Background: an optimization exercise with open tools, aiming at small area. Do not read the settings as production practice.
At most, simulation tests tie the RTL to the original design; equivalence was not proved.
The clock input has no modelled driver; a real chip could not lean on it and would need a root buffer or a full tree.

==> flow/design.v <==
`timescale 1ns / 1ps
module topTM1638(input clk_50M,
input wire rst,
output wire clk,
output wire stb,
output reg dio,
input wire [7:0] gio,
input wire [7:0] phut,
input wire [7:0] giay
);
reg [8:0] a;
reg [7:0] h, m, s;
wire tail = a[8] & ~a[7] & ~a[6] & ~a[5];    
wire cs0  = tail & a[4] & a[2];              
wire hi   = a[8] & a[7];                     
wire [8:0] t;
assign t[0] = 1'b1;
genvar i;
generate for (i = 1; i < 9; i = i + 1) begin : carry
  assign t[i] = t[i-1] & a[i-1];
end endgenerate
wire [8:0] inc = a ^ t;
always @(posedge clk_50M) begin
  a[8] <= rst | inc[8];
  a[7] <= ~rst & (cs0 | inc[7]);
  a[6] <= ~rst & (cs0 | inc[6]);
  a[5] <= ~rst & inc[5];
  a[4] <= rst | inc[4];
  a[3] <= ~rst & (cs0 | inc[3]);
  a[2] <= rst | inc[2];
  a[1] <= ~rst & (cs0 | inc[1]);
  a[0] <= rst | (~cs0 & ~a[0]);
end
wire [2:0] d = a[7:5];      
wire [2:0] b = a[3:1];      
wire [7:0] v = (d[2] ~^ d[1]) ? (d[2] ? s : h) : m;    
wire tens  = (d == 3'd0) | (d == 3'd3) | (d == 3'd6);
wire blank = (d == 3'd2) | (d == 3'd5);
function [3:0] add3(input [3:0] x);
  add3 = (x > 4'd4) ? x + 4'd3 : x;
endfunction
wire [3:0] c1 = add3({1'b0, v[7:5]});
wire [3:0] c2 = add3({c1[2:0], v[4]});
wire [3:0] c3 = add3({c2[2:0], v[3]});
wire [3:0] c4 = add3({c3[2:0], v[2]});
wire [3:0] c5 = add3({c4[2:0], v[1]});
wire [3:0] c6 = add3({1'b0, c1[3], c2[3], c3[3]});
wire [3:0] c7 = add3({c6[2:0], c4[3]});
wire [3:0] g = tens ? {c7[2:0], c5[3]} : {c5[2:0], v[0]};
wire [6:0] seg;
assign seg[0] = g[3] | g[1] | (g[2] ~^ g[0]);
assign seg[1] = ~g[2] | (g[1] ~^ g[0]);
assign seg[2] = g[2] | ~g[1] | g[0];
assign seg[3] = g[3] | (~g[0] & ~(g[2] & ~g[1])) | (g[0] & (g[1] ^ g[2]));
assign seg[4] = ~g[0] & (~g[2] | g[1]);
assign seg[5] = (~g[1] & ~g[0]) | (g[2] & ~g[1]) | (g[2] & ~g[0]) | g[3];
assign seg[6] = g[3] | (g[2] ^ g[1]) | (g[1] & ~g[0]);
wire segbit  = ~blank & (b != 3'd7) & seg[b];
wire databit = a[4] ? (b == 3'd0) : segbit;
wire cmd_t = a[4] ? ~(a[2] & a[0]) : (a[3] ? (~a[2] & ~a[1]) : (a[2] | a[1]));
wire cmd_h = a[4] ? (a[5] & a[3] & a[2]) : (a[3] & ~a[2] & a[1]);
wire cmdbit = a[7] ? cmd_h : cmd_t;
always @(posedge clk_50M) begin
  if (tail) begin
    h <= gio; m <= phut; s <= giay;
  end
  if (rst) dio <= 1'b0;
  else dio <= a[8] ? cmdbit : databit;
end
assign stb = (tail & ((~a[4] & ~a[3] & ~a[2] & ~a[1] & a[0]) | (a[4] & (a[2] | (a[1] & a[0])))))
           | (hi & ~a[4] & a[3] & a[2] & a[1] & a[0]);
assign clk = ~a[0] | stb;
endmodule
clock: 10.0 ns
lec_check: 0
cap_margin: 20
core_margin: 2
core_utilization: 40
place_density: 0.6
slew_margin: 20
standard.sh (not shown) runs the stock make flow with config.mk's settings and CLKGATE_MAP_FILE= SYNTH_SCRIPT=/design/flow/synth_recipe.tcl, a recipe that flattens the netlist after the stock synthesis.
==> flow/flow/run.sh <==
#!/bin/bash
# Own layout flow: the standard ORFS flow (standard.sh), changed only in
#  - synthesis: the standard flow's synthesis script, but ABC maps the logic with an
#    area-oriented script (flow/abc.script) and Yosys's adder extraction is off
#    (half-adder cells would hide the logic from ABC);
#  - port buffers: the smallest buffer, sky130_fd_sc_hd__buf_1;
#  - clock tree: one clock buffer drives all registers (flow/cts_pre.tcl);
#  - power recovery (downsizing of non-critical gates) after global routing.
# Each step's full output goes to a log file in this folder.
set -euo pipefail
W=$PWD
{
  head -n 1 "$W/synth_recipe.tcl"
  echo 'proc abc {args} { set i [lsearch -exact $args -script]; if {$i >= 0} { lset args [expr {$i + 1}] $::env(MY_ABC_SCRIPT) }; yosys abc {*}$args }'
  tail -n +2 "$W/synth_recipe.tcl"
} > "$W/my_synth.tcl"
sed -e "s#$W/synth_recipe.tcl#$W/my_synth.tcl#" "$W/standard.sh" > "$W/my_standard.sh"
export MY_ABC_SCRIPT="$W/flow/abc.script"
export ADDER_MAP_FILE=
export BUFFER_PORTS_ARGS="-buffer_cell sky130_fd_sc_hd__buf_1"
export PRE_CTS_TCL="$W/flow/cts_pre.tcl"
export CLOCK_BUFFER=sky130_fd_sc_hd__buf_12
export CLOCK_BUFFERS=1
export RECOVER_POWER=100
bash "$W/my_standard.sh" synth > "$W/log_synth.txt" 2>&1
bash "$W/my_standard.sh" finish > "$W/log_finish.txt" 2>&1
Other scripts of this flow, unchanged in this note and not shown: flow/flow/abc.script, flow/flow/cts_pre.tcl
The starting point finished with timing, DRC and antenna clean.
Rerun with:
--- a/flow/design.v
+++ b/flow/design.v
@@ -30,5 +30,5 @@
   a[2] <= rst | inc[2];
   a[1] <= ~rst & (cs0 | inc[1]);
-  a[0] <= rst | (~cs0 & ~a[0]);
+  a[0] <= ~rst & ~cs0 & ~a[0];
 end
 wire [2:0] d = a[7:5];      
@@ -58,5 +58,5 @@
 wire segbit  = ~blank & (b != 3'd7) & seg[b];
 wire databit = a[4] ? (b == 3'd0) : segbit;
-wire cmd_t = a[4] ? ~(a[2] & a[0]) : (a[3] ? (~a[2] & ~a[1]) : (a[2] | a[1]));
+wire cmd_t = a[4] | (a[3] ? (~a[2] & ~a[1]) : (a[2] | a[1]));
 wire cmd_h = a[4] ? (a[5] & a[3] & a[2]) : (a[3] & ~a[2] & a[1]);
 wire cmdbit = a[7] ? cmd_h : cmd_t;
@@ -66,5 +66,5 @@
   end
   if (rst) dio <= 1'b0;
-  else dio <= a[8] ? cmdbit : databit;
+  else if (!cs0) dio <= a[8] ? cmdbit : databit;
 end
 assign stb = (tail & ((~a[4] & ~a[3] & ~a[2] & ~a[1] & a[0]) | (a[4] & (a[2] | (a[1] & a[0])))))
=> The changed run passed the timing, design-rule and antenna checks; die area falls by 2.9%; routed wire length fell by 4.7%; sequential share of layout area goes up by 1.3 points; global-route usage goes up by 1.3 points.
Function not checked in the first run of this note: the RTL went through the layout flow alone. No run of this note takes its clock network from TritonCTS; it comes from the design's own scripts or RTL.

separate check: timing with driven ports:
How much do the figures lean on ideal ports? The routed layouts below were timed once more, with nothing changed but the port constraints.
Step 1 sets driving cells, clkbuf_16 on the clock port and buf_2 on the other inputs (assumed; they add their load-dependent delay and slew).
Step 2 also shifts input and output timing later by t, the mid clock arrival at the registers, as if the neighbouring blocks saw the same clock.
Slacks: no drivers / after step 1 / after step 2; pairs: no drivers / after step 1.
| run | shift t [ns] | setup slack, ns | worst slew at a driven data input, ns |
|---|---|---|---|
| the first run | 0.180 | 5.158 / 5.158 / 5.158 | 0.03 |
| the second run | 0.178 | 5.349 / 5.349 / 5.349 | 0.04 |
After both steps every run listed still meets setup and hold.
